Source: an optimization exercise on an open RTL-to-GDS flow (aim: small area). Production flows keep margins and buffers that such runs may drop.
Where RTL was checked, it was by simulation tests only, not by an equivalence proof against the original.
For runs 5 and 6, only the layout was checked, not whether the RTL still works.
The clock cells of runs 1 to 5 come from the design's own scripts or RTL, not from TritonCTS.
No driver is modelled on the clock port, so clock power and skew are understated where the tree is cut down; a real chip needs a root buffer or a tree.
Power figures rest on the tool's default switching activity, not on a simulated workload.

[flow/standard.sh]
#!/bin/bash
# synth_recipe.tcl (not shown) runs the flow's synth.tcl, then flattens the netlist and writes it again
# the make line also repeats each setting of config.mk as NAME=value (left out here)
make -C /OpenROAD-flow-scripts/flow DESIGN_CONFIG=/design/flow/config.mk WORK_HOME=/design/flow/orfs CLKGATE_MAP_FILE= SYNTH_SCRIPT=/design/flow/synth_recipe.tcl "${@:-finish}"
[flow/flow/abc_area.script]
strash
 balance -l
 resub -K 6 -l
 rewrite -l
 resub -K 6 -N 2 -l
 refactor -l
 resub -K 8 -l
 balance -l
 resub -K 8 -N 2 -l
 rewrite -l
 resub -K 10 -l
 rewrite -z -l
 resub -K 10 -N 2 -l
 balance -l
 resub -K 12 -l
 refactor -z -l
 resub -K 12 -N 2 -l
 rewrite -z -l
 balance -l
 balance -l
 resub -K 6 -l
 rewrite -l
 resub -K 6 -N 2 -l
 refactor -l
 resub -K 8 -l
 balance -l
 resub -K 8 -N 2 -l
 rewrite -l
 resub -K 10 -l
 rewrite -z -l
 resub -K 10 -N 2 -l
 balance -l
 resub -K 12 -l
 refactor -z -l
 resub -K 12 -N 2 -l
 rewrite -z -l
 balance -l
 dch -f
 amap
 topo
[flow/constraint.sdc]
create_clock -name core_clock -period 15.0 [get_ports {hz100}]
set_input_delay 3.0000 -clock core_clock [delete_from_list [all_inputs] [get_ports {hz100}]]
set_output_delay 3.0000 -clock core_clock [all_outputs]
set_load 0.01 [all_outputs]
[flow/flow/clk_post.tcl]
# POST_CTS hook: replace the clock tree that CTS built with 4 clkbuf_8
# clock buffers, each next to the centre of a group of nearby registers and
# driving their clock pins. The clock port drives those 4 buffers only.
set block [ord::get_db_block]
set clknet [$block findNet hz100]
# the clock tree's buffers and nets, found from the clock port down
set tree_insts {}
set tree_nets {}
set sinks {}
set todo [list $clknet]
while {[llength $todo]} {
  set net [lindex $todo 0]; set todo [lrange $todo 1 end]
  foreach it [$net getITerms] {
    if {![$it isInputSignal]} { continue }
    set inst [$it getInst]
    set m [[$inst getMaster] getName]
    if {[string match "sky130_fd_sc_hd__clkbuf_*" $m]} {
      lappend tree_insts $inst
      set out [[$inst findITerm X] getNet]
      if {$out ne "NULL"} { lappend tree_nets $out; lappend todo $out }
    } else {
      lappend sinks $it
    }
  }
}
puts "clock tree: [llength $tree_insts] buffers, [llength $sinks] sinks"
set master [[ord::get_db] findMaster sky130_fd_sc_hd__clkbuf_8]
foreach inst $tree_insts { odb::dbInst_destroy $inst }
foreach net $tree_nets { odb::dbNet_destroy $net }
# split the sinks into OWN_CLK_GROUPS groups of nearby registers: into
# columns by x, each column into equal parts by y
proc by_x {a b} { expr {[lindex $a 1] - [lindex $b 1]} }
proc by_y {a b} { expr {[lindex $a 2] - [lindex $b 2]} }
set pts {}
foreach it $sinks {
  set loc [[$it getInst] getLocation]
  lappend pts [list $it [lindex $loc 0] [lindex $loc 1]]
}
set k 4
set cols [expr {$k >= 4 ? 2 : 1}]
set rows [expr {$k / $cols}]
set pts [lsort -command by_x $pts]
set n [llength $pts]
set groups {}
for {set c 0} {$c < $cols} {incr c} {
  set col [lrange $pts [expr {$c * $n / $cols}] [expr {($c + 1) * $n / $cols - 1}]]
  set col [lsort -command by_y $col]
  set m [llength $col]
  for {set r 0} {$r < $rows} {incr r} {
    lappend groups [lrange $col [expr {$r * $m / $rows}] [expr {($r + 1) * $m / $rows - 1}]]
  }
}
set g 0
foreach grp $groups {
  set buf [odb::dbInst_create $block $master clkroot_$g]
  set newnet [odb::dbNet_create $block clkroot_net_$g]
  $newnet setSigType CLOCK
  set sx 0; set sy 0
  foreach p $grp {
    set it [lindex $p 0]
    set sx [expr {$sx + [lindex $p 1]}]; set sy [expr {$sy + [lindex $p 2]}]
    $it disconnect
    $it connect $newnet
  }
  [$buf findITerm A] connect $clknet
  [$buf findITerm X] connect $newnet
  set m [llength $grp]
  $buf setLocation [expr {$sx / $m}] [expr {$sy / $m}]
  $buf setPlacementStatus PLACED
  incr g
}
detailed_placement
estimate_parasitics -placement
repair_timing -hold -hold_margin 0
detailed_placement
check_placement -verbose
report_clock_skew
report_check_types -max_slew -max_capacitance
report_worst_slack -max
report_worst_slack -min
[flow/flow/run.sh]
#!/bin/bash
# Own layout flow: the standard flow, with an area-oriented synthesis
# mapping (ABC script in flow/abc_area.script, full adders only, no half
# adders), the smallest buffer on the ports, and in place of the clock
# tree 4 clock buffers that each drive a group of registers (clk_post.tcl).
set -euo pipefail
work=$(pwd)
{
  echo "proc abc {args} {"
  echo "  set i [lsearch -exact \$args -script]"
  echo "  if {\$i >= 0} { lset args [expr {\$i + 1}] $work/flow/abc_area.script }"
  echo "  yosys abc {*}\$args"
  echo "}"
  echo "proc extract_fa {args} { yosys extract_fa -fa }"
  cat synth_recipe.tcl
} > own_synth.tcl
export POST_CTS_TCL=$work/flow/clk_post.tcl
bash standard.sh SYNTH_SCRIPT=$work/own_synth.tcl \
  "BUFFER_PORTS_ARGS=-buffer_cell sky130_fd_sc_hd__buf_1" \
  "CTS_ARGS=-sink_clustering_enable -repair_clock_nets -dont_use_dummy_load -buf_list sky130_fd_sc_hd__clkbuf_8 -root_buf sky130_fd_sc_hd__clkbuf_8 -sink_clustering_size 30 -sink_clustering_max_diameter 200" \
  finish > flow_make.log 2>&1
[flow/config.mk]
export PLATFORM = sky130hd
export DESIGN_NAME = top
export DESIGN_NICKNAME = top
export VERILOG_FILES = /design/flow/design.v
export SDC_FILE = /design/flow/constraint.sdc
export NUM_CORES = 4
export LEC_CHECK = 0
export CAP_MARGIN = 20
export CORE_MARGIN = 2
export CORE_UTILIZATION = 60
export PLACE_DENSITY = 0.75
export SLEW_MARGIN = 20
[flow/design.v]
`default_nettype none
module top (
  input  logic hz100, reset,
  input  logic [19:0] pb,
  output logic [6:0] ss7, ss6, ss5, ss4, ss3, ss2, ss1, ss0
);
  logic [1:0] delay;
  logic [4:0] key;
  logic act;
  assign act = delay[0] & ~delay[1];
  assign key[0] = pb[19]|pb[17]|pb[15]|pb[13]|pb[11]|pb[9]|pb[7]|pb[5]|pb[3]|pb[1];
  assign key[1] = pb[19]|pb[18]|pb[15]|pb[14]|pb[11]|pb[10]|pb[7]|pb[6]|pb[3]|pb[2];
  assign key[2] = pb[15]|pb[14]|pb[13]|pb[12]|pb[7]|pb[6]|pb[5]|pb[4];
  assign key[3] = pb[15]|pb[14]|pb[13]|pb[12]|pb[11]|pb[10]|pb[9]|pb[8];
  assign key[4] = pb[19]|pb[18]|pb[17]|pb[16];
  logic k_digit, k_eq, k_back, k_op;
  assign k_digit = act & ~key[4];
  assign k_eq    = act & key[4] & (key[3:0] == 4'd0);
  assign k_back  = act & key[4] & (key[3:0] == 4'd1);
  assign k_op    = act & key[4] & (key[3:1] == 3'd1);
  logic [31:0] current, save, data;
  logic sub, show, init;
  localparam int LOW = 8;
  logic w_eq, w_cp;
  assign w_eq = k_eq;
  assign w_cp = k_op & ~show;
  logic [31:0] a, b, sum, save_next;
  logic [32:0] c;
  logic s;
  assign s = sub & w_eq;
  assign a = {save[31:LOW] & {(32-LOW){init & ~w_cp}}, save[LOW-1:0] & {LOW{init}}};
  assign b = {(current[31:LOW] ^ {(32-LOW){s}}) & {(32-LOW){w_eq | w_cp}},
              current[LOW-1:0] ^ {LOW{sub}}};
  genvar i;
  for (i = 0; i < 32; i = i + 1) begin : g_add
    logic cin;
    if (i == 0)
      assign cin = sub;
    else if (i == LOW)
      assign cin = c[i] & w_eq;
    else
      assign cin = c[i];
    assign sum[i] = a[i] ^ b[i] ^ cin;
    assign c[i+1] = (a[i] & b[i]) | (a[i] & cin) | (b[i] & cin);
  end
  assign save_next = {sum[31:LOW],
                      w_eq ? sum[LOW-1:0] : w_cp ? current[LOW-1:0] : a[LOW-1:0]};
  always_ff @(posedge hz100)
    save <= save_next;
  logic sel_l, sel_r, sel_n, sel_h;
  logic [31:0] cur_next;
  assign sel_l = k_digit & ~show & (current[31:28] == 4'b0);
  assign sel_r = k_back & ~show;
  assign sel_n = (k_digit | k_op) & show;
  assign sel_h = init & ~(sel_l | sel_r | sel_n);
  assign cur_next = ({32{sel_h}} & current)
                  | ({32{sel_l}} & {current[27:0], key[3:0]})
                  | ({32{sel_r}} & {4'b0, current[31:4]})
                  | ({32{sel_n & k_digit}} & {28'b0, key[3:0]});
  always_ff @(posedge hz100, posedge reset) begin
    if (reset)
      delay <= 2'b00;
    else
      delay <= {delay[0], |pb};
  end
  always_ff @(posedge hz100)
    current <= cur_next;
  always_ff @(posedge hz100, posedge reset) begin
    if (reset) begin
      init <= 1'b0;
      sub <= 1'b0;
      show <= 1'b0;
    end else begin
      init <= 1'b1;
      if (k_op)
        sub <= key[0];
      if (k_digit)
        show <= 1'b0;
      else if (k_eq | k_op)
        show <= 1'b1;
    end
  end
  assign data = show ? save : (init ? current : 32'b0);
  logic [7:0] nz;
  logic [7:0] blank;
  for (i = 0; i < 8; i = i + 1) begin : g_nz
    assign nz[i] = |data[4*i+3:4*i];
  end
  assign blank[7] = 1'b1;
  for (i = 0; i < 7; i = i + 1) begin : g_blank
    assign blank[i] = (i == 0) ? 1'b0 : blank[i+1] & ~nz[i+1];
  end
  ssdec s0(.in(data[3:0]),   .out(ss0), .blank(blank[0]));
  ssdec s1(.in(data[7:4]),   .out(ss1), .blank(blank[1]));
  ssdec s2(.in(data[11:8]),  .out(ss2), .blank(blank[2]));
  ssdec s3(.in(data[15:12]), .out(ss3), .blank(blank[3]));
  ssdec s4(.in(data[19:16]), .out(ss4), .blank(blank[4]));
  ssdec s5(.in(data[23:20]), .out(ss5), .blank(blank[5]));
  ssdec s6(.in(data[27:24]), .out(ss6), .blank(blank[6]));
  ssdec s7(.in(data[31:28]), .out(ss7), .blank(blank[7]));
endmodule
module ssdec(input logic [3:0] in,
             input logic blank,
             output logic [6:0] out);
  logic n00, n01, n02, n03, n04, n05, n06, n07, n08, n09, n10, n11, n12, n13, n14, n15;
  assign n00 = ~(in[1] | in[2]);
  assign n01 = ~((in[1] & in[2]) | n00);
  assign n02 = ~((in[1] | in[3]) & in[0]);
  assign n03 = ~in[1];
  assign n04 = ~in[3];
  assign n05 = ~((n03 & in[0] & in[2]) | n04);
  assign n06 = ~((in[2] & n02) | n05);
  assign out[5] = ~((in[1] | in[0] | blank) & n06);
  assign n07 = ~(in[0] | ~out[5]);
  assign n08 = ~(n01 | n07);
  assign n09 = ~n01;
  assign n10 = in[2] & n05;
  assign n11 = ~(n09 | n10 | ~n07);
  assign out[3] = ~(n08 | n11);
  assign n12 = ~(in[0] | out[5]);
  assign out[2] = ~(n10 | n12);
  assign n13 = ~(n00 | n06 | n11);
  assign out[1] = ~((n09 & n12) | n13);
  assign n14 = ~(n04 | ~in[0]);
  assign n15 = ~(in[1] | out[3]);
  assign out[0] = ~((n01 | n06) & (n14 | n15));
  assign out[6] = ~((n09 | n10) & (n01 | n06));
  assign out[4] = ~((in[0] & n04) | n15);
endmodule
==> impl_metrics.tcl, run 1 <==
set metrics [dict create \
    outcome "finished clean" \
    synth_top_flop_cell "sky130_fd_sc_hd__dfxtp_1" \
    worstMarginPinSlew_ns 0.712 \
    final_layout_size_suffix_gt1_share_pct 5.54 \
    timing.critical_path.depth 38 \
    num-nets-final 740 \
    grt.overflow.total 0 \
    n_antenna_cell 0 \
    power.static_leakage_uw 0.00187 \
    grt_max_degree 29 \
    dr_total_vias 4641 \
    antenna_found_initial 0 \
    grtUsageTotal_pct 27.8 \
    rows 31 \
    worstSetupStartpointType "input port" \
    utilization_pct 71.5 \
    synth_seq_cells 69 \
    detailed_place_hpwl_mm 8.52 \
    hold_viol 0 \
    post_synth_num_cell_types 34 \
    synth_cells 590 \
    filler_cell_count 608 \
    timing.critical_path.required_ns 15.05 \
    die_w_um 91.1 \
    grt_pass1_vias 4249 \
    initial_core_util_pct 62.4 \
    post_synth_instance_area_mm2 0.00455 \
    timing.final.crit_share_pct 97.5 \
    crit_arrival_ns 14.68 \
    routed_wl_mm 11.3 \
    power.ir.vdd_worst_uv 46.1 \
    crit_fanout 2 \
    critical_path.most_common_cell "sky130_fd_sc_hd__fa_1" \
    finalWeightedCongestion 0.873 \
    worst_path_buffer_plus_inverter_count 3 \
    timing.critical_path.max_delay_family "adder cells" \
    clk_pin_slew_ns 0.11 \
    min_path_cells 0 \
    synth_edf_count 0 \
    ys.warnings.count 1 \
    clkLatencyLatePin_ns 0.16 \
    finalMaxSlewViolations 0 \
    synth_nets 642 \
    dieHeight_um 91.1 \
    drt_iter0_drc 455 \
    f_max_mhz 68.3 \
    route.detailed.wl_per_inst_um 14.4 \
    detail-route-antenna-nets 0 \
    cells_on_worst_reg2reg_path 37 \
    pin_count 78 \
    max_cap_violations 0 \
    multi_input_area_mm2 0.00273 \
    remaining_drc_errors 0 \
    seq_area_frac_synth_pct 30.9 \
    design.die.area_mm2 0.00829 \
    type_of_the_worst_min_delay_path "flip-flop to flip-flop" \
    max_transition_margin_pct 52.3 \
    core-area_mm2 0.00729 \
    detailedPlace.worstSlack_ns -0.307 \
    clock-skew-final_ns 0.00321 \
    average_via_count_per_standard_cell 5.91 \
    layout_min_cycle_time_ns 14.63 \
    average_instance_area_after_synthesis_um2 7.71 \
    area_growth_syn_to_layout_pct 14.6 \
    worst_path_max_delay_cell "sky130_fd_sc_hd__fa_1" \
    critPathMaxStageDelay_ns 0.47 \
    synth_async_sr_flop_share_pct 7.25 \
    quantity_of_i_o_buffers_inserted_on_ports 77 \
    critical_path_class "input port to flip-flop" \
    timing.final.setup_violations 0 \
    first_pass_grt_wire_length_mm 19.3 \
    timing.critical_path.to_type "flip-flop" \
    detail_route.first_pass.iterations 8 \
    postLayoutSetupSlackWorst_ns 0.368 \
    clock-sinks 69 \
    layout.area.seq_mm2 0.00141 \
    cell_area_power_density_mw_per_mm2 50.7 \
]
placed cells by master, fill, tap and decap left out, types with 3 or more instances in the layout:
cell type	netlist	final
sky130_fd_sc_hd__nand2_1	43	40
sky130_fd_sc_hd__a21oi_1	10	10
sky130_fd_sc_hd__nand3_1	10	10
sky130_fd_sc_hd__fa_1	30	23
sky130_fd_sc_hd__o21ai_0	41	41
sky130_fd_sc_hd__o21a_1	11	11
sky130_fd_sc_hd__a221o_1	3	3
sky130_fd_sc_hd__nand2_4	0	3
sky130_fd_sc_hd__nor2_1	72	69
sky130_fd_sc_hd__fa_2	0	7
sky130_fd_sc_hd__nor2_2	0	3
sky130_fd_sc_hd__clkbuf_8	0	4
sky130_fd_sc_hd__o31ai_1	6	5
sky130_fd_sc_hd__nor3_1	8	8
sky130_fd_sc_hd__a21o_1	5	5
sky130_fd_sc_hd__a222oi_1	25	25
sky130_fd_sc_hd__dfrtp_1	5	5
sky130_fd_sc_hd__buf_1	0	77
sky130_fd_sc_hd__o221ai_1	7	7
sky130_fd_sc_hd__o22ai_1	63	63
sky130_fd_sc_hd__buf_4	0	15
sky130_fd_sc_hd__nor2b_1	7	7
sky130_fd_sc_hd__clkinv_1	131	130
sky130_fd_sc_hd__or2_0	20	20
sky130_fd_sc_hd__dfxtp_1	64	64
sky130_fd_sc_hd__a31oi_1	6	6
metal layers:
layer,vias to the layer above,wire length (µm),track usage [%]
li1,2281,-,-
met1,2170,4970,38.8
met2,179,5480,48.0
met3,11,707,2.16
met4,0,121,5.56
met5,-,0,0
cell usage after synthesis (2+ instances only):
cell type	instances	share of area, %
sky130_fd_sc_hd__nand3_1	10	1.1
sky130_fd_sc_hd__a221o_1	3	0.66
sky130_fd_sc_hd__a21boi_0	2	0.33
sky130_fd_sc_hd__a222oi_1	25	5.5
sky130_fd_sc_hd__o221ai_1	7	1.3
sky130_fd_sc_hd__dfrtp_1	5	2.8
sky130_fd_sc_hd__nor3_1	8	0.88
sky130_fd_sc_hd__a21oi_1	10	1.1
sky130_fd_sc_hd__dfxtp_1	64	28
sky130_fd_sc_hd__nor2b_1	7	0.96
sky130_fd_sc_hd__or4_1	2	0.33
sky130_fd_sc_hd__a21o_1	5	0.83
sky130_fd_sc_hd__a22oi_1	2	0.33
sky130_fd_sc_hd__clkinv_1	131	11
sky130_fd_sc_hd__fa_1	30	13
sky130_fd_sc_hd__a31oi_1	6	0.83
sky130_fd_sc_hd__a32oi_1	2	0.39
sky130_fd_sc_hd__or3_1	3	0.41
sky130_fd_sc_hd__o31ai_1	6	0.99
sky130_fd_sc_hd__o21ai_0	41	4.5
sky130_fd_sc_hd__nor4_1	4	0.55
sky130_fd_sc_hd__o21a_1	11	1.8
sky130_fd_sc_hd__nand2_1	43	3.5
sky130_fd_sc_hd__or2_0	20	2.8
sky130_fd_sc_hd__o22ai_1	63	8.7
sky130_fd_sc_hd__nor2_1	72	5.9
worst paths after layout:
kind	start	endpoint	slack (ns)
setup / recovery	pb[15]	save[31]	0.37
hold / removal	delay[0]	delay[1]	0.41
setup reg to reg	sub	save[31]	2.41
hold reg to reg	delay[0]	delay[1]	0.41
max in group asynchronous	reset	sub	12.19
min in group asynchronous	reset	delay[0]	2.67
per-stage QoR:
| step | total power, µW | hold WS, ns | std cells | setup TNS (ns) | area [µm²] |
|---|---|---|---|---|---|
| after floorplan | 192 | 0.355 | 590 | 0 | 4570 |
| after global placement | 196 | 0.365 | 780 | -0.0653 | 5090 |
| after detailed placement | 197 | 0.387 | 780 | -0.320 | 5090 |
| after global routing | 274 | 0.422 | 785 | -0.00102 | 5210 |
| final | 265 | 0.407 | 785 | 0 | 5210 |
report_power, final:
| part | switching [µW] | internal (µW) | leakage, µW |
|---|---|---|---|
| registers | 0.705 | 183 | 0.000567 |
| logic | 6.34 | 2.64 | 0.00127 |
| clock network | 46.6 | 24.9 | 0.0000288 |
layout make-up:
class                   count  area share, %
plain buffers               4           1.06
inverters                 131           9.43
multi-input cells         390           52.4
flip-flops and latches     69           27.0
well taps                  99           2.38
repair buffers             92           7.71
flip-flops by register name, indices dropped and copies added, names as in the netlist:
name     flops
current     32
save        32
delay        2
init         1
show         1
sub          1
kinds of logic (layout without fill, tap and decap cells):
kind of cell	count (synthesis)	after routing	share of synthesized area [%]
simple gates	172	172	16.9
buf+inv	131	227	10.8
other cells	1	1	0.0825
compound gates	186	186	27.8
xor+xnor	1	1	0.193
fa+ha+maj	30	30	13.2
flops	69	69	30.9
==> inputs of run 2 (changes only) <==
==> flow/config.mk (replaced) <==
export PLATFORM = sky130hd
export DESIGN_NAME = top
export DESIGN_NICKNAME = top
export VERILOG_FILES = /design/flow/design.v
export SDC_FILE = /design/flow/constraint.sdc
export NUM_CORES = 4
export LEC_CHECK = 0
export CAP_MARGIN = 5
export CORE_MARGIN = 2
export CORE_UTILIZATION = 75
export PLACE_DENSITY = 0.85
export SLEW_MARGIN = 5
==> run 2 against run 1 <==
Still clean. Sequential share of layout area rose by 0.091 points. Sequential power about the same. Worst hold slack got worse by 0.0017 ns. Combinational power increased by 8.1%. Cell area fell by 0.34%. First-iteration DRC count is 51% higher. Global-route usage grew 8.7 points. Maximum frequency barely moved. Setup slack worse by 0.0050 ns. Die area down 19%. Synthesized cell count did not move. Critical endpoint unchanged.
==> impl_metrics.tcl, run 2 <==
set metrics [dict create \
    outcome "finished clean" \
    average_instance_area_after_synthesis_um2 7.71 \
    layout_min_cycle_time_ns 14.64 \
    synth_async_sr_flop_share_pct 7.25 \
    layout.cells.non_filler 761 \
    clkLatencyLatePin_ns 0.16 \
    area_growth_syn_to_layout_pct 14.2 \
    detail-route-antenna-nets 0 \
    utilization_pct 88.3 \
    critical_path.most_common_cell "sky130_fd_sc_hd__fa_1" \
    synth_seq_cells 69 \
    hold_viol 0 \
    worstReg2RegEnd "save[31]" \
    die_w_um 81.9 \
    final_common_cell "sky130_fd_sc_hd__clkinv_1" \
    synth_most_common_cell "sky130_fd_sc_hd__clkinv_1" \
    final_layout_size_suffix_gt1_share_pct 5.69 \
    postLayoutSetupSlackWorst_ns 0.363 \
    initial_core_util_pct 77.3 \
    hold_start "delay[0]" \
    synth_top_flop_cell "sky130_fd_sc_hd__dfxtp_1" \
    crit_arrival_ns 14.69 \
    final_design_area_no_fill_mm2 0.00519 \
    finalWeightedCongestion 0.915 \
    route.detailed.wl_per_inst_um 16.6 \
    r2r_start "sub" \
    average_via_count_per_standard_cell 6.53 \
    power.ir.vdd_worst_uv 59.1 \
    routed_wl_mm 12.7 \
    post_synth_instance_area_mm2 0.00455 \
    synth.top_cells.by_area "sky130_fd_sc_hd__dfxtp_1 (28%), sky130_fd_sc_hd__fa_1 (13%), sky130_fd_sc_hd__clkinv_1 (11%)" \
    quantity_of_i_o_buffers_inserted_on_ports 77 \
    grt_max_degree 33 \
    clock-sinks 69 \
    rows 28 \
    grtUsageTotal_pct 36.6 \
    ys.warnings.count 1 \
    core-area_mm2 0.00589 \
    most-common-layout-cells "sky130_fd_sc_hd__clkinv_1 (130), sky130_fd_sc_hd__buf_1 (77), sky130_fd_sc_hd__nor2_1 (70), sky130_fd_sc_hd__dfxtp_1 (64), sky130_fd_sc_hd__o22ai_1 (63)" \
    post_synth_num_cell_types 34 \
    critPathMaxStageDelay_ns 0.48 \
    seq_area_frac_synth_pct 30.9 \
    synth_top_area_share_pct 28.2 \
    timing.final.setup_violations 0 \
    cells_on_worst_reg2reg_path 37 \
    synth_cells 590 \
    post-place-cells 757 \
    worstSetupStartpointType "input port" \
    antenna_found_initial 0 \
    max_cap_violations 0 \
    timing.reg2reg.setup_slack_ns 2.52 \
    min_path_cells 0 \
    detailed_place_hpwl_mm 8.85 \
    timing.final.crit_share_pct 97.6 \
    detailedPlace.worstSlack_ns -0.290 \
    design.die.area_mm2 0.00670 \
    f_max_mhz 68.3 \
    grt_pass1_vias 4232 \
    num-nets-final 740 \
    max_transition_margin_pct 51.1 \
    clk_pin_slew_ns 0.11 \
    remaining_drc_errors 0 \
    postPlaceCellArea_mm2 0.00507 \
    cell_area_power_density_mw_per_mm2 51.4 \
    detail_route.first_pass.iterations 9 \
    synth.top_cells.by_count "sky130_fd_sc_hd__clkinv_1 (131), sky130_fd_sc_hd__nor2_1 (72), sky130_fd_sc_hd__dfxtp_1 (64)" \
    power.static_leakage_uw 0.00186 \
    clock-skew-final_ns 0.0107 \
    drt_iter0_drc 687 \
    critical_path_class "input port to flip-flop" \
    reg_top3 "current: 32 flops, save: 32 flops, delay: 2 flops" \
    crit_fanout 2 \
    first_pass_grt_wire_length_mm 19.0 \
    worstMarginPinSlew_ns 0.729 \
    worst_path_max_delay_cell "sky130_fd_sc_hd__fa_1" \
    synth_nets 642 \
    n_antenna_cell 0 \
    grt.overflow.total 0 \
    finalMaxSlewViolations 0 \
    worstSetupStartpoint "pb[15]" \
    synthDominantAreaCellType "sky130_fd_sc_hd__dfxtp_1" \
    timing.hold.worst_endpoint "delay[1]" \
    timing.critical_path.required_ns 15.06 \
    synth_edf_count 0 \
    pin_count 78 \
    timing.critical_path.to_type "flip-flop" \
    dieHeight_um 81.9 \
    type_of_the_worst_min_delay_path "flip-flop to flip-flop" \
    dr_total_vias 4968 \
]
==> run 2: cell counts after synthesis <==
Identical to the previous run, type by type.
==> run 2: final cells by class <==
cell class / count / area [µm²]
inverter: 131 / 492
buffer: 4 / 55.1
fill: 312 / 691
timing repair buffer: 92 / 402
sequential: 69 / 1410
tap: 75 / 93.8
multi-input combinational: 390 / 2750
==> run 2: critical path, delay by kind of cell <==
family	cells	cell delay (ns)
AO/OA/AOI/OAI	3	0.32
adder cells (fa/ha/maj)	23	9.21
buffers and inverters	1	0.08
XOR/XNOR	1	0.17
AND/OR/NAND/NOR	8	1.89
==> run 2: cell families (layout without fill, tap and decap cells) <==
kind of cell / count (synthesis) / in the layout / synth area share, %
fa+ha+maj: 30 / 30 / 13.2
simple gates: 172 / 172 / 16.9
xor+xnor: 1 / 1 / 0.193
compound gates: 186 / 186 / 27.8
buf+inv: 131 / 227 / 10.8
flops: 69 / 69 / 30.9
other cells: 1 / 1 / 0.0825
==> run 2: through the flow <==
| stage | power, µW | hold slack, ns | TNS (ns) |
|---|---|---|---|
| 3_5_place_dp | 197 | 0.382 | -0.290 |
| 2_1_floorplan | 192 | 0.355 | 0 |
| 3_3_place_gp | 196 | 0.365 | -0.0344 |
| 6_report | 267 | 0.405 | 0 |
| 5_1_grt | 273 | 0.427 | -0.0915 |
==> run 2: how the worst max path moves through the flow <==
stage	end	depth (start not counted)	slack, ns
after global placement	save[31]	38	-0.03
after global routing	save[31]	36	-0.09
after detailed placement	save[31]	37	-0.29
final	save[31]	36	0.36
after floorplan	save[31]	37	0.01
==> run 2: layer usage <==
layer	global-route usage [%]	wire (µm)
met3	5.38	1100
met2	64.6	6450
met1	45.1	4770
met5	0	0
met4	13.8	335
==> run 2: report_power, final <==
| part | internal, µW | total [µW] | switching, µW |
|---|---|---|---|
| clock network | 24.9 | 73.1 | 48.2 |
| logic | 2.82 | 9.71 | 6.89 |
| registers | 183 | 184 | 0.718 |
==> inputs of run 3 (changes only) <==
--- a/flow/flow/run.sh
+++ b/flow/flow/run.sh
@@ -3,6 +3,8 @@
 # mapping (ABC script in flow/abc_area.script, full adders only, no half
 # adders), the smallest buffer on the ports, and in place of the clock
 # tree 4 clock buffers that each drive a group of registers (clk_post.tcl).
+# Before the floorplan, the adder's carry chain is moved onto the full
+# adders' fastest input (fa_pins.tcl).
 set -euo pipefail
 work=$(pwd)
 {
@@ -14,6 +16,7 @@
   echo "proc extract_fa {args} { yosys extract_fa -fa }"
   cat synth_recipe.tcl
 } > own_synth.tcl
+export PRE_FLOORPLAN_TCL=$work/flow/fa_pins.tcl
 export POST_CTS_TCL=$work/flow/clk_post.tcl
 bash standard.sh SYNTH_SCRIPT=$work/own_synth.tcl \
   "BUFFER_PORTS_ARGS=-buffer_cell sky130_fd_sc_hd__buf_1" \
==> flow/flow/fa_pins.tcl (new file) <==
# PRE_FLOORPLAN hook: in a ripple carry chain of full adders, put the carry
# from the previous adder on the CIN pin, the fastest path to COUT. A full
# adder's outputs are symmetric in A, B and CIN, so this changes no logic.
set block [ord::get_db_block]
proc carry_in {net} {
  if {$net eq "NULL"} { return 0 }
  foreach it [$net getITerms] {
    if {[$it isOutputSignal] && [[$it getMTerm] getName] eq "COUT"} { return 1 }
  }
  return 0
}
set swapped 0
foreach inst [$block getInsts] {
  if {![string match "sky130_fd_sc_hd__fa_*" [[$inst getMaster] getName]]} { continue }
  set cin [$inst findITerm CIN]
  if {[carry_in [$cin getNet]]} { continue }
  foreach p {A B} {
    set it [$inst findITerm $p]
    set n [$it getNet]
    if {[carry_in $n]} {
      set m [$cin getNet]
      $it disconnect
      $cin disconnect
      $it connect $m
      $cin connect $n
      incr swapped
      break
    }
  }
}
puts "fa_pins: moved the carry to CIN on $swapped full adders"
==> flow/config.mk (replaced) <==
export PLATFORM = sky130hd
export DESIGN_NAME = top
export DESIGN_NICKNAME = top
export VERILOG_FILES = /design/flow/design.v
export SDC_FILE = /design/flow/constraint.sdc
export NUM_CORES = 4
export LEC_CHECK = 0
export CAP_MARGIN = 20
export CORE_MARGIN = 2
export CORE_UTILIZATION = 60
export PLACE_DENSITY = 0.75
export SLEW_MARGIN = 20
==> run 3 against run 2 <==
Still clean. Cell area is 2.0% lower. Utilization fell by 18 points. Global-route usage is 9.3 points lower. Clock skew shrank 0.0059 ns. Cell count is 2.1% higher. Synthesized area is the same. Largest power group unchanged. Highest routed layer unchanged.
==> impl_metrics.tcl, run 3 <==
set metrics [dict create \
    n_antenna_cell 0 \
    detail_route.first_pass.iterations 6 \
    grt.overflow.total 0 \
    power.ir.vdd_worst_uv 44.0 \
    clkLatencyLatePin_ns 0.16 \
    power_switching_share_pct 20.0 \
    synth.top_cells.by_count "sky130_fd_sc_hd__clkinv_1 (131), sky130_fd_sc_hd__nor2_1 (72), sky130_fd_sc_hd__dfxtp_1 (64)" \
    critical_path.most_common_cell "sky130_fd_sc_hd__fa_1" \
    worstSetupStartpointType "input port" \
    synth.top_cells.by_area "sky130_fd_sc_hd__dfxtp_1 (28%), sky130_fd_sc_hd__fa_1 (13%), sky130_fd_sc_hd__clkinv_1 (11%)" \
    rsz0062_at_grt "no" \
    clk_pin_slew_ns 0.11 \
    utilization_pct 69.8 \
    clock_power_share_pct 26.9 \
    reg_top3 "current: 32 flops, save: 32 flops, delay: 2 flops" \
    num-nets-final 732 \
    remaining_drc_errors 0 \
    final_common_cell "sky130_fd_sc_hd__clkinv_1" \
    grt_max_degree 29 \
    antenna_found_initial 0 \
    average_via_count_per_standard_cell 5.88 \
    grtUsageTotal_pct 27.3 \
    critical_path_class "input port to flip-flop" \
    post_synth_instance_area_mm2 0.00455 \
    outcome "finished clean" \
    synth_most_common_cell "sky130_fd_sc_hd__clkinv_1" \
    worstMarginPinSlew_ns 0.714 \
    timing.critical_path.to_type "flip-flop" \
    post_synth_num_cell_types 34 \
    route.detailed.wl_per_inst_um 14.4 \
    first_pass_grt_wire_length_mm 18.9 \
    critPathMaxStageDelay_ns 0.42 \
    tns_ns 0 \
    power.net_switching_uw 52.7 \
    power.static_leakage_uw 0.00184 \
    ys.warnings.count 1 \
    design.die.area_mm2 0.00829 \
    synth_nets 642 \
    synth_edf_count 0 \
    f_max_mhz 68.8 \
    timing.critical_path.required_ns 15.05 \
    clock-sinks 69 \
    layout.area.seq_mm2 0.00141 \
    grt_pass1_vias 4171 \
    synth_top_area_share_pct 28.2 \
    power.total_uw 264 \
    crit_arrival_ns 14.60 \
    pin_count 78 \
    timing.final.crit_share_pct 97.0 \
    detail-route-antenna-nets 0 \
    synth_seq_cells 69 \
    filler_cell_count 627 \
    cell_area_power_density_mw_per_mm2 51.7 \
    timing.critical_path.max_delay_family "adder cells" \
    synth_cells 590 \
    max_cap_violations 0 \
    worst_path_buffer_plus_inverter_count 3 \
    drt_iter0_drc 474 \
    type_of_the_worst_min_delay_path "flip-flop to flip-flop" \
    seq_power_share_pct 69.9 \
    clock-skew-final_ns 0.00480 \
    hold_viol 0 \
    core-area_mm2 0.00729 \
    seq_area_frac_synth_pct 30.9 \
    routed_wl_mm 11.2 \
    most-common-layout-cells "sky130_fd_sc_hd__clkinv_1 (130), sky130_fd_sc_hd__buf_1 (77), sky130_fd_sc_hd__nor2_1 (71), sky130_fd_sc_hd__dfxtp_1 (64), sky130_fd_sc_hd__o22ai_1 (63)" \
    multi_input_area_mm2 0.00267 \
    area_growth_syn_to_layout_pct 12.0 \
    intPower_uw 211 \
    rows 31 \
    average_instance_area_after_synthesis_um2 7.71 \
    initial_core_util_pct 62.4 \
    synth_async_sr_flop_share_pct 7.25 \
    finalMaxSlewViolations 0 \
    die_w_um 91.1 \
    timing.final.setup_violations 0 \
    combinationalPowerShare_pct 3.2 \
    worst_path_max_delay_cell "sky130_fd_sc_hd__fa_1" \
    crit_fanout 3 \
    detailed_place_hpwl_mm 8.40 \
    synthDominantAreaCellType "sky130_fd_sc_hd__dfxtp_1" \
    layout_min_cycle_time_ns 14.54 \
    dieHeight_um 91.1 \
    quantity_of_i_o_buffers_inserted_on_ports 77 \
    max_transition_margin_pct 52.1 \
    finalWeightedCongestion 0.873 \
    synth_top_flop_cell "sky130_fd_sc_hd__dfxtp_1" \
    final_layout_size_suffix_gt1_share_pct 2.36 \
    dr_total_vias 4566 \
]
==> run 3: cell counts after synthesis <==
No cell type changed its count.
==> run 3: power by group through the flow <==
stage | logic [µW] | clock network (µW) | registers, µW
after global placement | 7.92 | 0 | 188
after global routing | 9.43 | 79.5 | 184
after detailed placement | 8.10 | 0 | 188
after floorplan | 4.03 | 0 | 188
final | 8.52 | 70.9 | 184
==> run 3: cell families (layout without fill, tap and decap cells) <==
kind of cell	count (synthesis)	after routing	share of synthesized area, %
AO/OA/AOI/OAI	186	186	27.8
XOR/XNOR	1	1	0.193
adder cells (fa/ha/maj)	30	30	13.2
buffers and inverters	131	219	10.8
flip-flops	69	69	30.9
other	1	1	0.0825
AND/OR/NAND/NOR	172	172	16.9
==> run 3: area by class of cell <==
type                       count  area share (%)
tap                           99            2.43
sequential                    69            27.6
timing repair buffer          84            6.78
inverter                     131            9.66
buffer                         4            1.08
multi-input combinational    390            52.4
==> run 3: routing by layer <==
metal / up-vias / global-route usage (%) / share of wire (%)
li1: 2278 / - / -
met5: - / 0 / 0
met4: 0 / 4.80 / 0.66
met3: 9 / 4.56 / 6.0
met1: 2108 / 37.7 / 45
met2: 171 / 46.0 / 48
==> run 3: path summary, 6_finish.rpt <==
kind / from / end / slack [ns] / depth (start not counted)
worst min register to register: delay[0] / delay[1] / 0.39 / 0
worst max register to register: sub / save[31] / 2.64 / 37
worst min-delay path: delay[0] / delay[1] / 0.39 / 0
worst max-delay path: pb[15] / save[31] / 0.46 / 38
max in group asynchronous: reset / sub / 12.21 / 2
min in group asynchronous: reset / delay[1] / 2.66 / 2
==> run 3: stage by stage <==
stage | setup WS, ns | hold WS (ns) | std cells | instance area, µm²
3_5_place_dp | 0.214 | 0.371 | 773 | 5010
3_3_place_gp | 0.525 | 0.366 | 773 | 5010
6_report | 0.455 | 0.392 | 777 | 5090
5_1_grt | 0.00142 | 0.421 | 777 | 5090
2_1_floorplan | 0.187 | 0.355 | 590 | 4550
==> inputs of run 4 (changes only) <==
--- a/flow/flow/abc_area.script
+++ b/flow/flow/abc_area.script
@@ -1,5 +1,5 @@
 strash
- balance -l
+  balance -l
  resub -K 6 -l
  rewrite -l
  resub -K 6 -N 2 -l
@@ -17,7 +17,7 @@
  resub -K 12 -N 2 -l
  rewrite -z -l
  balance -l
- balance -l
+  balance -l
  resub -K 6 -l
  rewrite -l
  resub -K 6 -N 2 -l
@@ -36,5 +36,5 @@
  rewrite -z -l
  balance -l
  dch -f
- amap
+ amap -F 8 -m
  topo
==> run 4 against run 3 <==
Cell area fell by 0.59%. Sequential share of layout area is 0.16 points higher. Synthesized cell count is the same. Clock skew rose by 0.0071 ns. Global-route usage is 1.4 points higher. Critical path depth shrank 3. Wire length rose by 4.4%. Cell count unchanged. Clock power up 5.5%. Utilization barely moved. Combinational power grew 4.6%.
==> impl_metrics.tcl, run 4 <==
set metrics [dict create \
    outcome "finished clean" \
    detail_route.first_pass.iterations 5 \
    hold_start "delay[0]" \
    synth_top_flop_cell "sky130_fd_sc_hd__dfxtp_1" \
    timing.critical_path.to_type "flip-flop" \
    critical_path.most_common_cell "sky130_fd_sc_hd__fa_1" \
    critical_path_class "input port to flip-flop" \
    first_pass_grt_wire_length_mm 19.8 \
    postPlaceCellArea_mm2 0.00498 \
    hold_viol 0 \
    synth_async_sr_flop_share_pct 7.25 \
    worstSetupStartpoint "pb[15]" \
    drt_iter0_drc 398 \
    power.ir.vdd_worst_uv 41.9 \
    final_common_cell "sky130_fd_sc_hd__clkinv_1" \
    clk_pin_slew_ns 0.11 \
    grtUsageTotal_pct 28.7 \
    core-area_mm2 0.00725 \
    remaining_drc_errors 0 \
    ys.warnings.count 1 \
    crit_arrival_ns 14.66 \
    timing.critical_path.required_ns 15.06 \
    average_instance_area_after_synthesis_um2 7.62 \
    critPathMaxStageDelay_ns 0.54 \
    max_cap_violations 0 \
    worstMarginPinSlew_ns 0.671 \
    final_layout_size_suffix_gt1_share_pct 2.95 \
    n_antenna_cell 0 \
    synth_nets 642 \
    final_design_area_no_fill_mm2 0.00506 \
    dieHeight_um 90.5 \
    synth.top_cells.by_area "sky130_fd_sc_hd__dfxtp_1 (29%), sky130_fd_sc_hd__fa_1 (13%), sky130_fd_sc_hd__clkinv_1 (11%)" \
    tns_ns 0 \
    routed_wl_mm 11.7 \
    design.die.area_mm2 0.00820 \
    reg_top3 "current: 32 flops, save: 32 flops, delay: 2 flops" \
    r2r_start "sub" \
    clock-sinks 69 \
    synth_seq_cells 69 \
    synth_cells 590 \
    detail-route-antenna-nets 0 \
    synth_most_common_cell "sky130_fd_sc_hd__clkinv_1" \
    rsz0062_at_grt "no" \
    quantity_of_i_o_buffers_inserted_on_ports 77 \
    post_synth_num_cell_types 31 \
    antenna_found_initial 0 \
    worst_path_buffer_plus_inverter_count 2 \
    most-common-layout-cells "sky130_fd_sc_hd__clkinv_1 (127), sky130_fd_sc_hd__nor2_1 (97), sky130_fd_sc_hd__buf_1 (77), sky130_fd_sc_hd__o22ai_1 (65), sky130_fd_sc_hd__dfxtp_1 (64)" \
    grt_max_degree 29 \
    area_growth_syn_to_layout_pct 12.7 \
    finalMaxSlewViolations 0 \
    layout_min_cycle_time_ns 14.59 \
    seq_area_frac_synth_pct 31.3 \
    rows 31 \
    worstSetupStartpointType "input port" \
    num-nets-final 732 \
    clkLatencyLatePin_ns 0.17 \
    grt.overflow.total 0 \
    crit_fanout 4 \
    dr_total_vias 4617 \
    finalWeightedCongestion 0.860 \
    f_max_mhz 68.5 \
    synth_edf_count 0 \
    worst_path_max_delay_cell "sky130_fd_sc_hd__or4_1" \
    initial_core_util_pct 61.9 \
    die_w_um 90.5 \
    timing.final.crit_share_pct 97.3 \
    post_synth_instance_area_mm2 0.00449 \
    detailed_place_hpwl_mm 8.63 \
    route.detailed.wl_per_inst_um 15.0 \
    grt_pass1_vias 4302 \
    type_of_the_worst_min_delay_path "flip-flop to flip-flop" \
    synth.top_cells.by_count "sky130_fd_sc_hd__clkinv_1 (127), sky130_fd_sc_hd__nor2_1 (97), sky130_fd_sc_hd__o22ai_1 (65)" \
    timing.critical_path.max_delay_family "adder cells" \
    pin_count 78 \
    power.static_leakage_uw 0.00182 \
    cell_area_power_density_mw_per_mm2 52.9 \
    synth_top_area_share_pct 28.5 \
    clock-skew-final_ns 0.0119 \
    synthDominantAreaCellType "sky130_fd_sc_hd__dfxtp_1" \
    average_via_count_per_standard_cell 5.94 \
    timing.final.setup_violations 0 \
    max_transition_margin_pct 55.0 \
]
[run 4: area by class of cell]
cell class | instances | area [µm²]
multi-input cells | 394 | 2660
fillers | 655 | 2190
flip-flops and latches | 69 | 1410
inverters | 127 | 477
repair buffers | 84 | 345
well taps | 99 | 124
plain buffers | 4 | 55.1
[run 4: path summary, 6_finish.rpt]
kind,depth (start not counted),endpoint,slack [ns]
setup / recovery,35,save[31],0.41
hold / removal,0,delay[1],0.40
setup reg to reg,37,save[31],2.81
hold reg to reg,0,delay[1],0.40
max in group asynchronous,2,init,12.19
min in group asynchronous,2,delay[0],2.67
[run 4: logic make-up (layout without fill, tap and decap cells)]
group / Yosys count / count (layout) / share of synthesized area (%)
mux: 5 / 5 / 1.11
buf+inv: 127 / 215 / 10.6
simple gates: 180 / 180 / 17.1
compound gates: 177 / 177 / 26.3
flops: 69 / 69 / 31.3
xor+xnor: 1 / 1 / 0.195
fa+ha+maj: 30 / 30 / 13.4
other cells: 1 / 1 / 0.0835
[run 4: per-stage QoR]
step	power (µW)	instances	hold WS, ns	util [%]	setup slack [ns]
6_report	268	777	0.398	69.8	0.408
5_1_grt	275	777	0.417	69.8	0.0359
3_5_place_dp	197	773	0.368	68.7	0.0291
3_3_place_gp	196	773	0.365	68.7	0.265
2_1_floorplan	192	590	0.355	-	0.120
[run 4: power by group]
part	internal, µW	switching, µW	leakage (µW)	total (µW)
Combinational	2.66	6.25	0.00123	8.91
Sequential	183	0.457	0.000567	184
Clock	24.9	49.9	0.0000288	74.8
[run 4: per-layer routing]
layer	GRT usage [%]	share of wire (%)	up-vias
met2	48.6	48	152
li1	-	-	2268
met4	5.38	0.82	0
met5	0	0	-
met3	3.59	5.3	7
met1	40.0	45	2190
==> inputs of run 5 (changes only) <==
--- a/flow/design.v
+++ b/flow/design.v
@@ -20,7 +20,7 @@
   assign k_op    = act & key[4] & (key[3:1] == 3'd1);
   logic [31:0] current, save, data;
   logic sub, show, init;
-  localparam int LOW = 8;
+  localparam int LOW = 7;
   logic w_eq, w_cp;
   assign w_eq = k_eq;
   assign w_cp = k_op & ~show;
==> run 5 against run 4 <==
Synthesized cell count did not move. Largest power group unchanged. Largest cell class unchanged. Cell count up 0.77%. Highest routed layer unchanged. Worst hold slack got worse by 0.0011 ns. Still clean on timing, DRC and antenna. Flip-flop and latch count is the same. Combinational power rose by 1%.
==> impl_metrics.tcl, run 5 <==
set metrics [dict create \
    outcome "finished clean" \
    pin_count 78 \
    reg_top3 "current: 32 flops, save: 32 flops, delay: 2 flops" \
    power.ir.vdd_worst_uv 53.6 \
    detail-route-antenna-nets 0 \
    layout_min_cycle_time_ns 14.59 \
    rows 31 \
    critPathMaxStageDelay_ns 0.55 \
    synth.top_cells.by_count "sky130_fd_sc_hd__clkinv_1 (129), sky130_fd_sc_hd__nor2_1 (99), sky130_fd_sc_hd__o22ai_1 (67)" \
    power_switching_share_pct 20.3 \
    intPower_uw 211 \
    synth_nets 642 \
    post-place-cells 779 \
    n_antenna_cell 0 \
    finalWeightedCongestion 0.902 \
    post_synth_num_cell_types 31 \
    clkLatencyLatePin_ns 0.16 \
    filler_cell_count 608 \
    crit_arrival_ns 14.69 \
    f_max_mhz 68.5 \
    synth_seq_cells 69 \
    power.net_switching_uw 53.9 \
    grt_pass1_vias 4264 \
    initial_core_util_pct 61.9 \
    post_synth_instance_area_mm2 0.00449 \
    synth_top_flop_cell "sky130_fd_sc_hd__dfxtp_1" \
    detail_route.first_pass.iterations 5 \
    cell_area_power_density_mw_per_mm2 51.6 \
    core-area_mm2 0.00725 \
    first_pass_grt_wire_length_mm 19.1 \
    clk_pin_slew_ns 0.11 \
    timing.reg2reg.setup_slack_ns 3.02 \
    antenna_found_initial 0 \
    crit_fanout 3 \
    worstSetupStartpointType "input port" \
    grtUsageTotal_pct 27.8 \
    critical_path.most_common_cell "sky130_fd_sc_hd__fa_1" \
    finalMaxSlewViolations 0 \
    average_instance_area_after_synthesis_um2 7.61 \
    die_w_um 90.5 \
    max_cap_violations 0 \
    routed_wl_mm 11.0 \
    layout.cells.non_filler 783 \
    ys.warnings.count 1 \
    grt_max_degree 32 \
    synth_most_common_cell "sky130_fd_sc_hd__clkinv_1" \
    clock-sinks 69 \
    postPlaceCellArea_mm2 0.00505 \
    remaining_drc_errors 0 \
    average_via_count_per_standard_cell 5.78 \
    timing.critical_path.required_ns 15.10 \
    synth_async_sr_flop_share_pct 7.25 \
    detailed_place_hpwl_mm 8.36 \
    num-nets-final 738 \
    timing.critical_path.to_type "flip-flop" \
    area_growth_syn_to_layout_pct 14.4 \
    power.total_uw 265 \
    synth_cells 590 \
    worstMarginPinSlew_ns 0.673 \
    clock_power_share_pct 27.2 \
    design.die.area_mm2 0.00819 \
    worst_path_max_delay_cell "sky130_fd_sc_hd__or4_1" \
    final_layout_size_suffix_gt1_share_pct 4.97 \
    power.static_leakage_uw 0.00184 \
    final_design_area_no_fill_mm2 0.00514 \
    synth_top_area_share_pct 28.5 \
    combinationalPowerShare_pct 3.4 \
    max_transition_margin_pct 54.9 \
    timing.final.setup_violations 0 \
    type_of_the_worst_min_delay_path "flip-flop to flip-flop" \
    tns_ns 0 \
    rsz0062_at_grt "no" \
    critical_path_class "input port to flip-flop" \
    dr_total_vias 4529 \
    synth_edf_count 0 \
    hold_viol 0 \
    grt.overflow.total 0 \
    synth.top_cells.by_area "sky130_fd_sc_hd__dfxtp_1 (29%), sky130_fd_sc_hd__fa_1 (13%), sky130_fd_sc_hd__clkinv_1 (11%)" \
    seq_power_share_pct 69.4 \
    dieHeight_um 90.5 \
    drt_iter0_drc 323 \
    final_common_cell "sky130_fd_sc_hd__clkinv_1" \
    quantity_of_i_o_buffers_inserted_on_ports 77 \
    clock-skew-final_ns 0.00282 \
    synthDominantAreaCellType "sky130_fd_sc_hd__dfxtp_1" \
    most-common-layout-cells "sky130_fd_sc_hd__clkinv_1 (128), sky130_fd_sc_hd__nor2_1 (99), sky130_fd_sc_hd__buf_1 (77), sky130_fd_sc_hd__o22ai_1 (67), sky130_fd_sc_hd__dfxtp_1 (64)" \
    route.detailed.wl_per_inst_um 14.0 \
    timing.final.crit_share_pct 97.3 \
    seq_area_frac_synth_pct 31.3 \
]
==> run 5: cell type report <==
cell class	instances	area, µm²	share of cell area (%)
repair buffers	90	387	7.52
inverters	129	484	9.42
plain buffers	4	55.1	1.07
flip-flops and latches	69	1410	27.4
well taps	99	124	2.41
multi-input cells	392	2680	52.2
==> run 5: cell families (layout without fill, tap and decap cells) <==
group                    Yosys count  count (layout)  synth area share (%)
buffers and inverters            129             223                  10.8
multiplexers                       5               5                  1.11
AO/OA/AOI/OAI                    176             176                  26.0
XOR/XNOR                           1               1                 0.195
adder cells (fa/ha/maj)           30              30                  13.4
other                              1               1                0.0835
AND/OR/NAND/NOR                  179             179                  17.1
flip-flops                        69              69                  31.3
==> run 5: worst paths after layout <==
| kind | from | end | cells past startpoint |
|---|---|---|---|
| setup / recovery | pb[15] | save[31] | 35 |
| hold / removal | delay[0] | delay[1] | 0 |
| setup reg to reg | sub | save[31] | 36 |
| hold reg to reg | delay[0] | delay[1] | 0 |
| max in group asynchronous | reset | sub | 2 |
| min in group asynchronous | reset | init | 2 |
==> run 5: critical path: cells and delay by family <==
family          cells  cell delay (ns)
fa+ha+maj          24             9.14
compound gates      2             0.31
xor+xnor            1             0.16
simple gates        7             1.99
buf+inv             1             0.09
==> run 5: per-layer routing <==
metal  wire length (µm)  track usage [%]  vias to the layer above
met5                  0                0                        -
met4                104             5.90                        0
met3                570             3.17                        8
met2               5250             47.7                      138
met1               5060             38.2                     2106
li1                   -                -                     2277
==> run 5: stage by stage <==
stage / setup WS [ns] / utilization (%) / hold WS (ns)
2_1_floorplan: 0.0399 / - / 0.355
3_3_place_gp: 0.0431 / 69.7 / 0.366
3_5_place_dp: -0.0752 / 69.7 / 0.373
5_1_grt: 0.0161 / 70.8 / 0.403
6_report: 0.411 / 70.8 / 0.396
==> run 5: power by group through the flow <==
stage	clock network [µW]	registers [µW]	logic, µW
floorplan	0	188	3.83
global placement	0	188	8.75
detailed placement	0	188	8.94
global route	79.5	184	10.1
finish	72.2	184	9.01
==> inputs of run 6 (changes only) <==
--- a/flow/design.v
+++ b/flow/design.v
@@ -5,31 +5,24 @@
   output logic [6:0] ss7, ss6, ss5, ss4, ss3, ss2, ss1, ss0
 );
   logic [1:0] delay;
-  logic [4:0] key;
+  logic [3:0] key;
+  logic [31:0] current, save, data;
+  logic sub, show, init;
   logic act;
   assign act = delay[0] & ~delay[1];
-  assign key[0] = pb[19]|pb[17]|pb[15]|pb[13]|pb[11]|pb[9]|pb[7]|pb[5]|pb[3]|pb[1];
-  assign key[1] = pb[19]|pb[18]|pb[15]|pb[14]|pb[11]|pb[10]|pb[7]|pb[6]|pb[3]|pb[2];
-  assign key[2] = pb[15]|pb[14]|pb[13]|pb[12]|pb[7]|pb[6]|pb[5]|pb[4];
-  assign key[3] = pb[15]|pb[14]|pb[13]|pb[12]|pb[11]|pb[10]|pb[9]|pb[8];
-  assign key[4] = pb[19]|pb[18]|pb[17]|pb[16];
   logic k_digit, k_eq, k_back, k_op;
-  assign k_digit = act & ~key[4];
-  assign k_eq    = act & key[4] & (key[3:0] == 4'd0);
-  assign k_back  = act & key[4] & (key[3:0] == 4'd1);
-  assign k_op    = act & key[4] & (key[3:1] == 3'd1);
-  logic [31:0] current, save, data;
-  logic sub, show, init;
-  localparam int LOW = 7;
+  logic ga, gb, s;
+  keydec kd(.pb(pb), .act(act), .show(show), .sub(sub), .init(init),
+            .key(key), .k_digit(k_digit), .k_eq(k_eq), .k_back(k_back), .k_op(k_op),
+            .ga(ga), .gb(gb), .s(s));
+  localparam int LOW = 8;
   logic w_eq, w_cp;
   assign w_eq = k_eq;
   assign w_cp = k_op & ~show;
   logic [31:0] a, b, sum, save_next;
   logic [32:0] c;
-  logic s;
-  assign s = sub & w_eq;
-  assign a = {save[31:LOW] & {(32-LOW){init & ~w_cp}}, save[LOW-1:0] & {LOW{init}}};
-  assign b = {(current[31:LOW] ^ {(32-LOW){s}}) & {(32-LOW){w_eq | w_cp}},
+  assign a = {save[31:LOW] & {(32-LOW){ga}}, save[LOW-1:0] & {LOW{init}}};
+  assign b = {(current[31:LOW] ^ {(32-LOW){s}}) & {(32-LOW){gb}},
               current[LOW-1:0] ^ {LOW{sub}}};
   genvar i;
   for (i = 0; i < 32; i = i + 1) begin : g_add
@@ -99,6 +92,25 @@
   ssdec s6(.in(data[27:24]), .out(ss6), .blank(blank[6]));
   ssdec s7(.in(data[31:28]), .out(ss7), .blank(blank[7]));
 endmodule
+module keydec(input logic [19:0] pb,
+              input logic act, show, sub, init,
+              output logic [3:0] key,
+              output logic k_digit, k_eq, k_back, k_op,
+              output logic ga, gb, s);
+  logic key4;
+  assign key[0] = pb[19]|pb[17]|pb[15]|pb[13]|pb[11]|pb[9]|pb[7]|pb[5]|pb[3]|pb[1];
+  assign key[1] = pb[19]|pb[18]|pb[15]|pb[14]|pb[11]|pb[10]|pb[7]|pb[6]|pb[3]|pb[2];
+  assign key[2] = pb[15]|pb[14]|pb[13]|pb[12]|pb[7]|pb[6]|pb[5]|pb[4];
+  assign key[3] = pb[15]|pb[14]|pb[13]|pb[12]|pb[11]|pb[10]|pb[9]|pb[8];
+  assign key4   = pb[19]|pb[18]|pb[17]|pb[16];
+  assign k_digit = act & ~key4;
+  assign k_eq    = act & key4 & (key == 4'd0);
+  assign k_back  = act & key4 & (key == 4'd1);
+  assign k_op    = act & key4 & (key[3:1] == 3'd1);
+  assign ga = init & ~(k_op & ~show);
+  assign gb = k_eq | (k_op & ~show);
+  assign s  = sub & k_eq;
+endmodule
 module ssdec(input logic [3:0] in,
              input logic blank,
              output logic [6:0] out);
==> flow/flow/run.sh (replaced) <==
#!/bin/bash
# Own layout flow: the standard flow, with an area-oriented synthesis
# mapping (ABC script in flow/abc_area.script, full adders only, no half
# adders) except for module keydec, which is kept apart and mapped for speed
# (flow/abc_fast.script, ORFS's speed script without its buffering), the smallest buffer on the ports, and in place of the clock
# tree 4 clock buffers that each drive a group of registers (clk_post.tcl).
set -euo pipefail
work=$(pwd)
{
  echo "proc abc {args} {"
  echo "  set i [lsearch -exact \$args -script]"
  echo "  set fast \$args"
  echo "  lset fast [expr {\$i + 1}] $work/flow/abc_fast.script"
  echo "  lset args [expr {\$i + 1}] $work/flow/abc_area.script"
  echo "  yosys abc {*}\$fast keydec"
  echo "  yosys abc {*}\$args top"
  echo "}"
  echo "proc extract_fa {args} { yosys extract_fa -fa }"
  cat synth_recipe.tcl
} > own_synth.tcl
export POST_CTS_TCL=$work/flow/clk_post.tcl
bash standard.sh SYNTH_SCRIPT=$work/own_synth.tcl SYNTH_KEEP_MODULES=keydec \
  "BUFFER_PORTS_ARGS=-buffer_cell sky130_fd_sc_hd__buf_1" \
  "CTS_ARGS=-sink_clustering_enable -repair_clock_nets -dont_use_dummy_load -buf_list sky130_fd_sc_hd__clkbuf_8 -root_buf sky130_fd_sc_hd__clkbuf_8 -sink_clustering_size 30 -sink_clustering_max_diameter 200" \
  finish > flow_make.log 2>&1
--- a/flow/flow/abc_area.script
+++ b/flow/flow/abc_area.script
@@ -1,5 +1,5 @@
 strash
-  balance -l
+ balance -l
  resub -K 6 -l
  rewrite -l
  resub -K 6 -N 2 -l
@@ -17,7 +17,7 @@
  resub -K 12 -N 2 -l
  rewrite -z -l
  balance -l
-  balance -l
+ balance -l
  resub -K 6 -l
  rewrite -l
  resub -K 6 -N 2 -l
@@ -36,5 +36,5 @@
  rewrite -z -l
  balance -l
  dch -f
- amap -F 8 -m
+ amap
  topo
==> flow/flow/abc_fast.script (new file) <==
&get -n
&st
&dch
&nf
&st
&syn2
&if -g -K 6
&synch2
&nf
&st
&syn2
&if -g -K 6
&synch2
&nf
&st
&syn2
&if -g -K 6
&synch2
&nf
&st
&syn2
&if -g -K 6
&synch2
&nf
&st
&syn2
&if -g -K 6
&synch2
&nf
topo
removed: flow/flow/fa_pins.tcl
==> run 6 against run 5 <==
The run now fails in 1_2_yosys.
==> impl_metrics.tcl, run 6 <==
set metrics [dict create \
    ys.warnings.count 1 \
    error_message "ERROR: Found 47 problems in 'check -assert'." \
    outcome "aborted with a tool error" \
    stop_stage "1_2_yosys" \
]

## what the ideal ports hide
No port has a modelled driver above. Below, the same layouts with a new extraction and two added sets of constraints.
Step 1 sets driving cells, clkbuf_16 on the clock port and buf_2 on the other inputs (assumed; they add their load-dependent delay and slew).
Step 2, shift: input delay + t, output delay - t, t = (earliest + latest rising clock arrival at the registers) / 2. This alone moves slack from input paths to output paths.
Three values: ideal, step 1, step 2; two values: the first two.
run | shift t [ns] | slack for setup (ns) | cell pins on the clock port's net
run 1 | 0.221 | 0.368 / 0.410 / 0.189 | 4
run 2 | 0.224 | 0.363 / 0.407 / 0.183 | 4
run 3 | 0.223 | 0.455 / 0.499 / 0.276 | 4
run 4 | 0.231 | 0.408 / 0.452 / 0.221 | 4
run 5 | 0.221 | 0.411 / 0.452 / 0.231 | 4
After both steps every run listed still meets setup and hold. The setup slack of run 4, which loses most, moves by +0.044 ns with the drivers and by -0.187 ns with both steps.
